From an optimization exercise on the open Yosys and OpenROAD flow, aimed at a short achievable clock period and few clock cycles; shortcuts taken in it are not production practice. No functional check of the RTL was part of this run. Power and IR drop assume default switching activity.

===== design/flow/flow/run.sh =====
#!/bin/bash
# Standard layout, with timing repair aimed well below the 9 ns clock.
set -euo pipefail
bash standard.sh SETUP_SLACK_MARGIN=6.5 finish > standard_flow.log 2>&1

===== design/flow/standard.sh =====
#!/bin/bash
# synth_recipe.tcl (not shown) runs the flow's synth.tcl, then flattens the netlist and writes it again
# the make line also repeats each setting of config.mk as NAME=value (left out here)
make -C /OpenROAD-flow-scripts/flow DESIGN_CONFIG=/design/flow/config.mk WORK_HOME=/design/flow/orfs CLKGATE_MAP_FILE= SYNTH_SCRIPT=/design/flow/synth_recipe.tcl "${@:-finish}"

===== design/flow/constraint.sdc =====
create_clock -name core_clock -period 9.0 [get_ports {clock}]
set_input_delay 1.8000 -clock core_clock [delete_from_list [all_inputs] [get_ports {clock}]]
set_output_delay 1.8000 -clock core_clock [all_outputs]
set_load 0.01 [all_outputs]

===== design/flow/config.mk =====
export PLATFORM = sky130hd
export DESIGN_NAME = riscv_core
export DESIGN_NICKNAME = riscv_core
export VERILOG_FILES = /design/flow/design.v
export SDC_FILE = /design/flow/constraint.sdc
export NUM_CORES = 8
export LEC_CHECK = 0
export ABC_CLOCK_PERIOD_IN_PS = 2500
export CAP_MARGIN = 20
export CORE_MARGIN = 2
export CORE_UTILIZATION = 40
export SETUP_SLACK_MARGIN = 5
export SLEW_MARGIN = 20

===== design/flow/design.v =====
module riscv_core (
    input  clock,
    input  reset,
    output [31:0] bus_address,
    input  [31:0] bus_read_data,
    output [31:0] bus_write_data,
    output [3:0]  bus_byte_enable,
    output        bus_read_enable,
    output        bus_write_enable,
    input  [31:0] inst,
    output [31:0] pc
);
    localparam [29:0] RESET_PC = 30'h00100000;  
    logic [31:2] pc_f;
    logic [31:0] idx_f;       
    logic [1:0]  btb_ctr [0:31];
    logic [15:2] btb_tgt [0:31];
    logic        valid_d;
    logic        stall_r;     
    logic [31:0] inst_d;
    logic [31:0] oh1_d, oh2_d;    
    logic [31:2] pc_d, pc4_d;
    logic        pt_d;        
    logic [1:0]  ctr_d;       
    logic [31:2] ptgt_d;      
    logic        valid_x;
    logic [31:0] opa_x, opb_x;    
    logic [31:0] sha_x;           
    logic [4:0]  shl_x, shr_x;    
    logic [31:0] sd_x, rs1v_x, imm_x;
    logic        fs_l_x;      
    logic [31:2] pc_x, pc4_x, pcimm_x, ptgt_x;
    logic        pt_x;
    logic [1:0]  ctr_x;
    logic        is_branch_x, is_jal_x, is_jalr_x, is_load_x, is_store_x, is_sfb_x;
    logic        wr_x;
    logic [4:0]  rd_x;
    logic [2:0]  f3_x;
    logic        op_add_x, op_sll_x, op_sr_x, op_sra_x, op_slt_x, op_sltu_x, sub_x;
    logic [3:0]  lut_x;       
    logic        c_eq_x, c_ne_x, c_lt_x, c_ge_x, c_ltu_x, c_geu_x;
    logic [31:0] res_m;
    logic        wr_m;
    logic [4:0]  rd_m;
    logic        re_m, we_m;
    logic        ld_m_sel;    
    logic [31:0] addr_m;      
    logic [31:0] wdata_m;
    logic [3:0]  be_m;
    logic [2:0]  f3_m;
    logic        mis_m;       
    logic        jalr_m, tk_m;
    logic [31:2] jt_m, pcimm_m, pc4_m;
    logic [31:2] tgt_m;
    logic [31:0] regs [1:31];
    logic        upd_v;
    logic [4:0]  upd_idx;
    logic [15:2] upd_tgt;
    logic [1:0]  upd_ctr;
    assign pc = {pc_f, 2'b00};
    logic        f_taken;
    logic [31:2] f_tgt;
    logic [1:0]  f_ctr;
    logic [31:2] pc4_f;
    logic [15:2] f_tgtl;
    always_comb begin
        f_ctr  = 2'b00;
        f_tgtl = 14'b0;
        for (int i = 0; i < 32; i++) begin
            f_ctr  = f_ctr  | ({2{idx_f[i]}} & btb_ctr[i]);
            f_tgtl = f_tgtl | ({14{idx_f[i]}} & btb_tgt[i]);
        end
    end
    assign f_taken = f_ctr[1];
    assign f_tgt   = {pc_f[31:16], f_tgtl};
    assign pc4_f   = pc_f + 30'd1;
    logic [6:0] opcode_f;
    logic [4:0] rs1_f, rs2_f;
    logic       uses1_f, uses2_f;
    logic [31:0] oh1_f, oh2_f;
    assign opcode_f = inst[6:0];
    assign rs1_f    = inst[19:15];
    assign rs2_f    = inst[24:20];
    assign uses1_f  = opcode_f == 7'b1100111 || opcode_f == 7'b1100011 ||
                      opcode_f == 7'b0000011 || opcode_f == 7'b0100011 ||
                      opcode_f == 7'b0010011 || opcode_f == 7'b0110011;
    assign uses2_f  = opcode_f == 7'b1100011 || opcode_f == 7'b0110011;
    always_comb begin
        for (int i = 0; i < 32; i++) begin
            oh1_f[i] = i != 0 && rs1_f == i;
            oh2_f[i] = i != 0 && rs2_f == i;
        end
    end
    logic [4:0] rd_f;
    logic [2:0] f3_f;
    logic       f7b5_f;
    assign rd_f   = inst[11:7];
    assign f3_f   = inst[14:12];
    assign f7b5_f = inst[30];
    logic is_lui_f, is_auipc_f, is_jal_f, is_jalr_f, is_branch_f, is_load_f;
    logic is_store_f, is_opimm_f, is_op_f, is_alu_f;
    assign is_lui_f    = opcode_f == 7'b0110111;
    assign is_auipc_f  = opcode_f == 7'b0010111;
    assign is_jal_f    = opcode_f == 7'b1101111;
    assign is_jalr_f   = opcode_f == 7'b1100111;
    assign is_branch_f = opcode_f == 7'b1100011;
    assign is_load_f   = opcode_f == 7'b0000011;
    assign is_store_f  = opcode_f == 7'b0100011;
    assign is_opimm_f  = opcode_f == 7'b0010011;
    assign is_op_f     = opcode_f == 7'b0110011;
    assign is_alu_f    = is_op_f | is_opimm_f;
    logic writes_f;
    assign writes_f = (is_lui_f | is_auipc_f | is_jal_f | is_jalr_f | is_load_f | is_alu_f)
                      && rd_f != 5'd0;
    logic is_sfb_f;
    assign is_sfb_f = is_branch_f && inst[31:25] == 7'b0 && inst[11:7] == 5'b01000;
    logic [31:0] imm_f;
    always_comb begin
        if (is_store_f)
            imm_f = {{21{inst[31]}}, inst[30:25], inst[11:7]};
        else if (is_branch_f)
            imm_f = {{20{inst[31]}}, inst[7], inst[30:25], inst[11:8], 1'b0};
        else if (is_lui_f | is_auipc_f)
            imm_f = {inst[31:12], 12'b0};
        else if (is_jal_f)
            imm_f = {{12{inst[31]}}, inst[19:12], inst[20], inst[30:21], 1'b0};
        else
            imm_f = {{21{inst[31]}}, inst[30:20]};
    end
    logic       is_lui_d, is_auipc_d, is_jal_d, is_jalr_d, is_branch_d, is_load_d, is_store_d;
    logic       writes_d, is_sfb_d, is_sll_d, is_sr_d, a_rs1_d, b_rs2_d, link_d;
    logic [31:0] imm_d;
    logic [2:0] f3_d;
    logic       sub_d, op_add_d, op_slt_d, op_sltu_d, op_sra_d;
    logic [3:1] lut_d;
    logic [5:0] cond_d;    
    logic [4:0] rd_d, rs1_d, rs2_d;
    assign rd_d  = inst_d[11:7];
    assign rs1_d = inst_d[19:15];
    assign rs2_d = inst_d[24:20];
    logic [31:2] pcimm_d;
    assign pcimm_d = pc_d + imm_d[31:2];
    logic [31:0] rf1_d, rf2_d;
    always_comb begin
        rf1_d = 32'b0;
        rf2_d = 32'b0;
        for (int i = 1; i < 32; i++) begin
            rf1_d = rf1_d | ({32{oh1_d[i]}} & regs[i]);
            rf2_d = rf2_d | ({32{oh2_d[i]}} & regs[i]);
        end
    end
    logic hx1, hx2, hm1, hm2;
    assign hx1 = valid_x && wr_x && rd_x == rs1_d;
    assign hx2 = valid_x && wr_x && rd_x == rs2_d;
    assign hm1 = wr_m && rd_m == rs1_d;
    assign hm2 = wr_m && rd_m == rs2_d;
    logic [31:0] result_x, mres_m;
    logic [31:0] r1_d, r2_d;
    assign r1_d = hx1 ? result_x : hm1 ? mres_m : rf1_d;
    assign r2_d = hx2 ? result_x : hm2 ? mres_m : rf2_d;
    logic [31:0] opb_d;
    assign opb_d = b_rs2_d ? r2_d : link_d ? 32'b0 : imm_d;
    logic [31:0] ld_m;
    logic [31:0] a_x, b_x, s_x;
    assign a_x = opa_x;
    assign b_x = opb_x;
    assign s_x = fs_l_x ? ld_m : sd_x;
    logic [31:0] sum_x, dif_x;
    assign sum_x = a_x + b_x;
    assign dif_x = a_x - b_x;
    logic eq_x, ltu_x, lt_x;
    assign eq_x  = a_x == b_x;
    assign ltu_x = a_x < b_x;
    assign lt_x  = (a_x[31] ^ b_x[31]) ? a_x[31] : ltu_x;
    logic [31:0] sll_x, sr_x;
    logic [63:0] sr64_x;
    assign sll_x  = sha_x << shl_x;
    assign sr64_x = {{32{op_sra_x & sha_x[31]}}, sha_x} >> shr_x;
    assign sr_x   = sr64_x[31:0];
    logic [31:0] lg_x;
    assign lg_x = ({32{lut_x[3]}} &  a_x &  b_x) | ({32{lut_x[2]}} &  a_x & ~b_x)
                | ({32{lut_x[1]}} & ~a_x &  b_x) | ({32{lut_x[0]}} & ~a_x & ~b_x);
    assign result_x = ({32{op_add_x}} & sum_x)
                    | ({32{sub_x}}    & dif_x)
                    | ({32{op_sll_x}} & sll_x)
                    | ({32{op_sr_x}}  & sr_x)
                    | lg_x
                    | {31'b0, (op_slt_x & lt_x) | (op_sltu_x & ltu_x)};
    logic cond_x;
    assign cond_x = (c_eq_x & eq_x) | (c_ne_x & ~eq_x) | (c_lt_x & lt_x) | (c_ge_x & ~lt_x)
                  | (c_ltu_x & ltu_x) | (c_geu_x & ~ltu_x);
    logic [31:0] jt_x;
    assign jt_x = rs1v_x + imm_x;
    logic        jc2_x;
    logic [29:0] ja_x, jb_x, jk_x, jco_x;
    logic        jok_x;
    assign jc2_x = (rs1v_x[1] & imm_x[1]) | ((rs1v_x[1] ^ imm_x[1]) & rs1v_x[0] & imm_x[0]);
    assign ja_x  = rs1v_x[31:2];
    assign jb_x  = imm_x[31:2];
    assign jk_x  = ptgt_x;
    assign jco_x = (ja_x & jb_x) | ((ja_x ^ jb_x) & ~jk_x);
    assign jok_x = (ja_x ^ jb_x ^ jk_x) == {jco_x[28:0], jc2_x};
    logic redirect_m;
    logic tgt_ok_x, sfb_ok_x, bmis_x, jmis_x, emis_x, redirect_x, kill_d;
    logic [31:2] etgt_x;
    assign tgt_ok_x   = ptgt_x == pcimm_x;
    assign sfb_ok_x   = is_sfb_x && valid_d && !pt_d;
    assign bmis_x     = is_branch_x && !sfb_ok_x && (cond_x ? !(pt_x && tgt_ok_x) : pt_x);
    assign jmis_x     = is_jalr_x && !(pt_x && jok_x);
    assign emis_x     = is_jal_x ? !(pt_x && tgt_ok_x) : pt_x && !is_branch_x && !is_jalr_x;
    assign etgt_x     = is_jal_x ? pcimm_x : pc4_x;
    assign redirect_x = valid_x && !redirect_m && emis_x;
    assign kill_d     = valid_x && !redirect_m && sfb_ok_x && cond_x;
    assign redirect_m = mis_m;
    assign tgt_m      = jalr_m ? jt_m : tk_m ? pcimm_m : pc4_m;
    assign bus_address      = addr_m;
    assign bus_read_enable  = re_m;
    assign bus_write_enable = we_m;
    assign bus_write_data   = wdata_m;
    assign bus_byte_enable  = be_m;
    logic [31:0] ld_sh_m;
    assign ld_sh_m = bus_read_data >> {res_m[1:0], 3'b000};
    always_comb
        case (f3_m[1:0])
            2'b00:   ld_m = {{24{~f3_m[2] & ld_sh_m[7]}}, ld_sh_m[7:0]};
            2'b01:   ld_m = {{16{~f3_m[2] & ld_sh_m[15]}}, ld_sh_m[15:0]};
            default: ld_m = bus_read_data;
        endcase
    assign mres_m = ld_m_sel ? ld_m : res_m;
    logic stall_next;
    assign stall_next = !stall_r && valid_d && is_load_d && writes_d &&
                        !redirect_m && !redirect_x &&
                        ((uses1_f && rs1_f == rd_d) || (uses2_f && rs2_f == rd_d));
    always_ff @(posedge clock or posedge reset)
        if (reset)
            pc_f <= RESET_PC;
        else if (redirect_m)
            pc_f <= tgt_m;
        else if (redirect_x)
            pc_f <= etgt_x;
        else if (!stall_r)
            pc_f <= f_taken ? f_tgt : pc4_f;
    function automatic logic [31:0] onehot5(input logic [4:0] v);
        onehot5 = 32'b1 << v;
    endfunction
    always_ff @(posedge clock or posedge reset)
        if (reset)
            idx_f <= onehot5(RESET_PC[4:0]);
        else if (redirect_m)
            idx_f <= onehot5(tgt_m[6:2]);
        else if (redirect_x)
            idx_f <= onehot5(etgt_x[6:2]);
        else if (!stall_r)
            idx_f <= f_taken ? onehot5(f_tgtl[6:2]) : {idx_f[30:0], idx_f[31]};
    always_ff @(posedge clock or posedge reset)
        if (reset) begin
            valid_d <= 1'b0;
            stall_r <= 1'b0;
            valid_x <= 1'b0;
            re_m    <= 1'b0;
            we_m    <= 1'b0;
            wr_m    <= 1'b0;
            mis_m   <= 1'b0;
            upd_v   <= 1'b0;
        end else begin
            if (redirect_m || redirect_x)
                valid_d <= 1'b0;
            else if (!stall_r)
                valid_d <= 1'b1;
            stall_r <= stall_next;
            valid_x <= valid_d && !stall_r && !redirect_m && !redirect_x && !kill_d;
            re_m    <= valid_x && !redirect_m && is_load_x;
            we_m    <= valid_x && !redirect_m && is_store_x;
            wr_m    <= valid_x && !redirect_m && wr_x;
            mis_m   <= valid_x && !redirect_m && (bmis_x || jmis_x);
            upd_v   <= valid_x && !redirect_m && !is_sfb_x &&
                       (is_jal_x || is_branch_x || jmis_x || emis_x);
        end
    always_ff @(posedge clock)
        if (!stall_r) begin
            inst_d <= inst;
            oh1_d  <= oh1_f;
            oh2_d  <= oh2_f;
            pc_d   <= pc_f;
            pc4_d  <= pc4_f;
            pt_d   <= f_taken;
            ctr_d  <= f_ctr;
            ptgt_d <= f_tgt;
            is_lui_d    <= is_lui_f;
            is_auipc_d  <= is_auipc_f;
            is_jal_d    <= is_jal_f;
            is_jalr_d   <= is_jalr_f;
            is_branch_d <= is_branch_f;
            is_load_d   <= is_load_f;
            is_store_d  <= is_store_f;
            writes_d    <= writes_f;
            is_sfb_d    <= is_sfb_f;
            is_sll_d    <= is_alu_f && f3_f == 3'b001;
            is_sr_d     <= is_alu_f && f3_f == 3'b101;
            a_rs1_d     <= is_branch_f | is_load_f | is_store_f | is_alu_f;
            b_rs2_d     <= is_branch_f | is_op_f;
            link_d      <= is_jal_f | is_jalr_f;
            imm_d       <= imm_f;
            f3_d        <= f3_f;
            sub_d       <= is_op_f && f3_f == 3'b000 && f7b5_f;
            op_add_d    <= (!is_alu_f || f3_f == 3'b000) && !(is_op_f && f3_f == 3'b000 && f7b5_f);
            op_slt_d    <= is_alu_f && f3_f == 3'b010;
            op_sltu_d   <= is_alu_f && f3_f == 3'b011;
            op_sra_d    <= f7b5_f;
            lut_d[3]    <= is_alu_f && (f3_f == 3'b110 || f3_f == 3'b111);
            lut_d[2]    <= is_alu_f && (f3_f == 3'b100 || f3_f == 3'b110);
            lut_d[1]    <= is_alu_f && (f3_f == 3'b100 || f3_f == 3'b110);
            cond_d      <= {f3_f == 3'b111, f3_f == 3'b110, f3_f == 3'b101,
                            f3_f == 3'b100, f3_f == 3'b001, f3_f == 3'b000};
        end
    always_ff @(posedge clock) begin
        opa_x   <= a_rs1_d ? r1_d :
                   is_lui_d ? 32'b0 : is_auipc_d ? {pc_d, 2'b00} : {pc4_d, 2'b00};
        opb_x   <= opb_d;
        sha_x   <= is_sll_d | is_sr_d ? r1_d : 32'b0;
        shl_x   <= is_sll_d ? opb_d[4:0] : 5'b0;
        shr_x   <= is_sr_d ? opb_d[4:0] : 5'b0;
        sd_x    <= r2_d;
        rs1v_x  <= r1_d;
        imm_x   <= imm_d;
        fs_l_x  <= hx2 && is_load_x;
        pc_x    <= pc_d;
        pc4_x   <= pc4_d;
        pcimm_x <= pcimm_d;
        pt_x    <= pt_d;
        ctr_x   <= ctr_d;
        ptgt_x  <= ptgt_d;
        is_branch_x <= is_branch_d;
        is_jal_x    <= is_jal_d;
        is_jalr_x   <= is_jalr_d;
        is_load_x   <= is_load_d;
        is_store_x  <= is_store_d;
        is_sfb_x    <= is_sfb_d && !pt_d;
        wr_x    <= writes_d;
        rd_x    <= rd_d;
        f3_x    <= f3_d;
        sub_x     <= sub_d;
        op_add_x  <= op_add_d;
        op_sll_x  <= is_sll_d;
        op_slt_x  <= op_slt_d;
        op_sltu_x <= op_sltu_d;
        op_sr_x   <= is_sr_d;
        op_sra_x  <= op_sra_d;
        lut_x[3]  <= lut_d[3];
        lut_x[2]  <= lut_d[2];
        lut_x[1]  <= lut_d[1];
        lut_x[0]  <= 1'b0;
        c_eq_x  <= cond_d[0];
        c_ne_x  <= cond_d[1];
        c_lt_x  <= cond_d[2];
        c_ge_x  <= cond_d[3];
        c_ltu_x <= cond_d[4];
        c_geu_x <= cond_d[5];
    end
    always_ff @(posedge clock) begin
        res_m  <= result_x;
        rd_m   <= rd_x;
        f3_m   <= f3_x;
        addr_m <= sum_x;
        ld_m_sel <= is_load_x;
        jalr_m  <= is_jalr_x;
        tk_m    <= cond_x;
        jt_m    <= jt_x[31:2];
        pcimm_m <= pcimm_x;
        pc4_m   <= pc4_x;
        case (f3_x[1:0])
            2'b00:   wdata_m <= {4{s_x[7:0]}};
            2'b01:   wdata_m <= {2{s_x[15:0]}};
            default: wdata_m <= s_x;
        endcase
        case (f3_x[1:0])
            2'b00:   be_m <= 4'b0001 << sum_x[1:0];
            2'b01:   be_m <= sum_x[1] ? 4'b1100 : 4'b0011;
            default: be_m <= 4'b1111;
        endcase
    end
    always_ff @(posedge clock)
        if (wr_m)
            regs[rd_m] <= mres_m;
    always_ff @(posedge clock) begin
        upd_idx <= pc_x[6:2];
        upd_tgt <= is_jalr_x ? jt_x[15:2] : pcimm_x[15:2];
        if (is_jal_x || is_jalr_x)
            upd_ctr <= 2'b11;
        else if (!is_branch_x)
            upd_ctr <= 2'b01;
        else if (cond_x)
            upd_ctr <= ctr_x == 2'b11 ? 2'b11 : ctr_x + 2'd1;
        else
            upd_ctr <= ctr_x == 2'b00 ? 2'b00 : ctr_x - 2'd1;
    end
    always_ff @(posedge clock or posedge reset)
        if (reset) begin
            for (int i = 0; i < 32; i++) btb_ctr[i] <= 2'b01;
        end else if (upd_v) begin
            btb_ctr[upd_idx] <= upd_ctr;
        end
    always_ff @(posedge clock)
        if (upd_v)
            btb_tgt[upd_idx] <= upd_tgt;
endmodule

==> summary.md <==
| Metric | Value |
|---|---|
| Die height | `507.4 um` |
| FF-to-FF setup slack | `5.28 ns` |
| Slew Viols, Final | `0` |
| Area fraction of the dominant cell type after synthesis | `49.02%` |
| Worst hold path type | `reg2reg` |
| CP Class | `reg2reg` |
| Max-cap violation count | `0` |
| Root Driver | `clkbuf_16` |
| CTS Buf Count | `236` |
| Dpl hpwl | `296900 um` |
| Critical Path Fanout Max | `4` |
| Post-detailed-route count of antenna-violating nets | `0` |
| Min-Delay Path Depth | `0` |
| Slew Limit Headroom | `12.80%` |
| Vias after detailed routing | `86969` |
| Clk sinks | `2341` |
| Distinct cells, synth | `95` |
| Drt drc | `0` |
| Area contributors post-synth | `edfxtp_1, dfxtp_1, a22oi_1, a221oi_1, a22o_1` |
| Post-synthesis mux area share | `4.980%` |
| H-tree Lvls | `4` |
| Clock Path Buffers | `3` |
| Synth Area in Adders | `2.161%` |
| Fmax | `0.2691 GHz` |
| # port buffers | `165` |
| Die area | `257500 um2` |
| Power, Total | `35.32 mW` |
| Slew @ Worst Pin | `1.305 ns` |
| Final setup viols | `0` |
| Fin worst setup slack | `5.285 ns` |
| Worst R2R End | `opa_x[26]` |
| Cells after synthesis | `7760` |
| Vias in the first global route | `81143` |
| CP cell instances | `ha_4, inv_2, fa_2, a21o_1, a221o_1, a211o_4, buf_12, o211a_4, buf_6, or3_4, a31oi_4, o21ai_2, a31oi_4, o22ai_1` |
| Layout net count | `8745` |
| Placed cell count | `10999` |
| Status | `no timing/DRC/antenna violations` |
| Final min period | `3.715 ns` |
| # rows | `184` |
| Sequential area share after synthesis | `63.27%` |
| Worst hold start | `pcimm_x[30]` |
| Top FF cell, synth | `edfxtp_1` |
| Number of DRC markers in iteration 0 | `18511` |
| Final core utilization | `51.68%` |
| Most frequent cell on the critical path | `a31oi_4` |
| Setup TNS Final | `0 ns` |
| Via density | `7.183` |
| Finished Layout Cells | `12107` |
| Post-synth EDFFs | `1655` |
| Largest net degree at the start of global routing | `90` |
| Hold Vio Cnt, Final | `0` |
| Pre-antenna DRT Iters | `15` |
| Synth async-reset ratio | `5.724%` |
| First-pass GRT wire length | `683600 um` |
| Synthesized area per cell | `13.06 um2` |
| Post-synth top area cell | `edfxtp_1` |
| Area Overhead vs Synth | `28.28%` |
| Core ar. | `251600 um2` |
| Footprint of the multi-input gates | `41200 um2` |
| Slowest CP cell | `a221o_1` |
| Hold Crit Endpoint | `pcimm_m[30]` |
| Synthesis warning total | `2` |
| Number of fill cells | `20942` |
| Worst R2R Start | `opb_x[0]` |
| CP max stage delay | `0.41 ns` |
| Hold-fix buffers at CTS | `0` |
| Clk slew on worst S/H paths | `0.07 ns` |
| Critical Path End Type | `flip-flop` |
| CP Data Arrival Time | `4.41 ns` |
| Routed WL | `519900 um` |
| CP required | `9.70 ns` |
| Reg area | `64480 um2` |
| Post-synthesis register bit count | `2341` |
| IO Pins | `168` |
| Tot GR Track Use | `38.60%` |
| Fin crit share | `41.28%` |
| Placed Instance Area | `108700 um2` |
| Synth Area in Compound Gates | `17.60%` |
| Clk_skew | `0.1017 ns` |
| Post-Synth Simple-Gate Area | `7.383%` |
| Die width | `507.4 um` |
| Largest family of logic cells by synthesized area | `compound AO/OA/AOI/OAI gates` |
| Static Leakage | `45.85 nW` |
| Reg2Reg Depth | `14` |
| Synthesized area | `101400 um2` |
| IR drop worst, VDD | `204.4 uV` |
| GPL Wtd Cong | `0.9822` |
| Final instance area | `130100 um2` |
| Initial core utilization | `40.29%` |
| Hold Worst Slack | `0.3169 ns` |
| Average wire per standard cell | `42.94 um` |
| RSZ-0062 raised after global routing | `yes` |
| Share of cells above drive strength 1 | `30.35%` |
| Antenna violations before repair | `24` |
| GRT overflow | `0` |
| Synth Area in XOR/XNOR | `1.737%` |
| CTS tree | `built` |
| Startpoint types | `flip-flop` |
| Setup WS pre-CTS | `3.611 ns` |
| Clock latency (worst-skew pair) | `0.95 ns` |
| Cell Pwr Density | `271.6 nW/um2` |
[Yosys cell counts (all sizes together), types with 206 or more instances]
master	number
inv	209
dfxtp	552
nor2	424
nand2	323
a22o	344
a21oi	276
edfxtp	1655
nand4	206
o21ai	241
a221oi	345
a22oi	537
clkbuf	414
[worst max-delay path by stage]
stage | depth (start not counted) | startpoint | end
after global placement | 9 | bus_read_data[7] | opa_x[26]
after CTS | 14 | opa_x[0] | opb_x[28]
after detailed placement | 9 | bus_read_data[7] | opa_x[26]
after global routing | 13 | opa_x[0] | upd_ctr[0]
final | 14 | opb_x[0] | opa_x[26]
after floorplan | 4 | stall_r | pc_f[21]
[power by group]
group	leakage, nW	total (mW)	switching, mW	internal, mW
clock	3.89	10.2	4.45	5.76
sequential	21.7	14.8	1.28	13.5
combinational	20.3	10.3	6.05	4.25
total	45.8	35.3	11.8	23.5
[layer usage]
layer	vias to the layer above	track usage, %	share of wire (%)
li1	32647	-	-
met1	42947	46.76	33
met2	8766	54.81	41
met3	2585	16.57	16
met4	24	27.73	9.8
met5	-	0.6667	0.081
[logic make-up (layout without fill, tap and decap cells)]
logic type / Yosys count / in the layout
muxes: 410 / 430
xor gates and xnor gates: 201 / 201
buffers and inverters: 745 / 1670
AOI/OAI and AO/OA: 2376 / 2395
other: 1 / 25
DFF: 2341 / 2341
and+or+nand+nor: 1530 / 1541
adders and majority gates: 156 / 156
[placed cells by master, fill, tap and decap left out, drive strengths merged, types with 109 or more instances in the layout]
cell and n:
clkinv 109, ha 123, a221oi 345, nand4 206, dfxtp 552, edfxtp 1655
inv 218, nor3 129, mux2 185, o21ai 242, a21oi 277, mux2i 186
a22oi 537, xnor2 128, a22o 344, nand3 147, nor2 424, nand2 332
clkbuf 323, buf 938
[cell type report]
class	instances	share of cell area, %
multi-input combinational	4725	31.68
inverter	215	0.6985
antenna	23	0.04426
timing repair buffer	997	8.588
clock inverter	152	1.307
clock buffer	298	4.823
tap	3348	3.221
timing repair inverter	8	0.05869
sequential	2341	49.58
[worst max-delay path, delay by kind of cell (launching register included)]
family	cells	cell delay [ns]
flip-flops	1	0.38
AO/OA/AOI/OAI	8	2.02
AND/OR/NAND/NOR	1	0.33
buffers and inverters	3	0.31
adder cells (fa/ha/maj)	2	0.51
[flip-flops by register name, summed over array words and instances, names as in the netlist, 31 cells and up]
name	cells
rs1v_x	32
imm_x	32
opa_x	32
opb_x	32
addr_m	32
sha_x	32
oh2_d	31
btb_ctr	64
res_m	32
wdata_m	32
imm_d	32
idx_f	32
btb_tgt	448
sd_x	32
oh1_d	31
regs	992
[repair_timing]
| action | CTS | global route |
|---|---|---|
| endpoints found under the setup margin | 2806 | 1844 |
| gates resized for setup | 1788 | 620 |
| pin swaps | 247 | 289 |
| buffers inserted | 376 | 152 |
| gates cloned | 78 | 28 |

==> re-timing with driven ports <==
How much do the figures lean on ideal ports? The routed layout below was timed once more, with nothing changed but the port constraints. Step 1 sets driving cells, clkbuf_16 on the clock port and buf_2 on the other inputs (assumed; they add their load-dependent delay and slew). Step 2 adds t to the input delays and takes it off the output delays; t is the mean of the earliest and latest rising clock arrival at the registers after step 1. Input paths then give back, and output paths get back, about the clock's delay inside the block. a / b / c = no drivers / after step 1 / after step 2; a / b = the first two.
shift t [ns]: 0.998
setup WS [ns]: 5.285 / 5.285 / 4.514
slew at the worst register clock pin (ns): 0.07 / 0.07
worst slew at a driven data input, ns: 0.31
After both steps setup and hold are still met in this run. For this run, drivers alone change the setup slack by 0.000 ns; drivers and shift together by -0.771 ns.
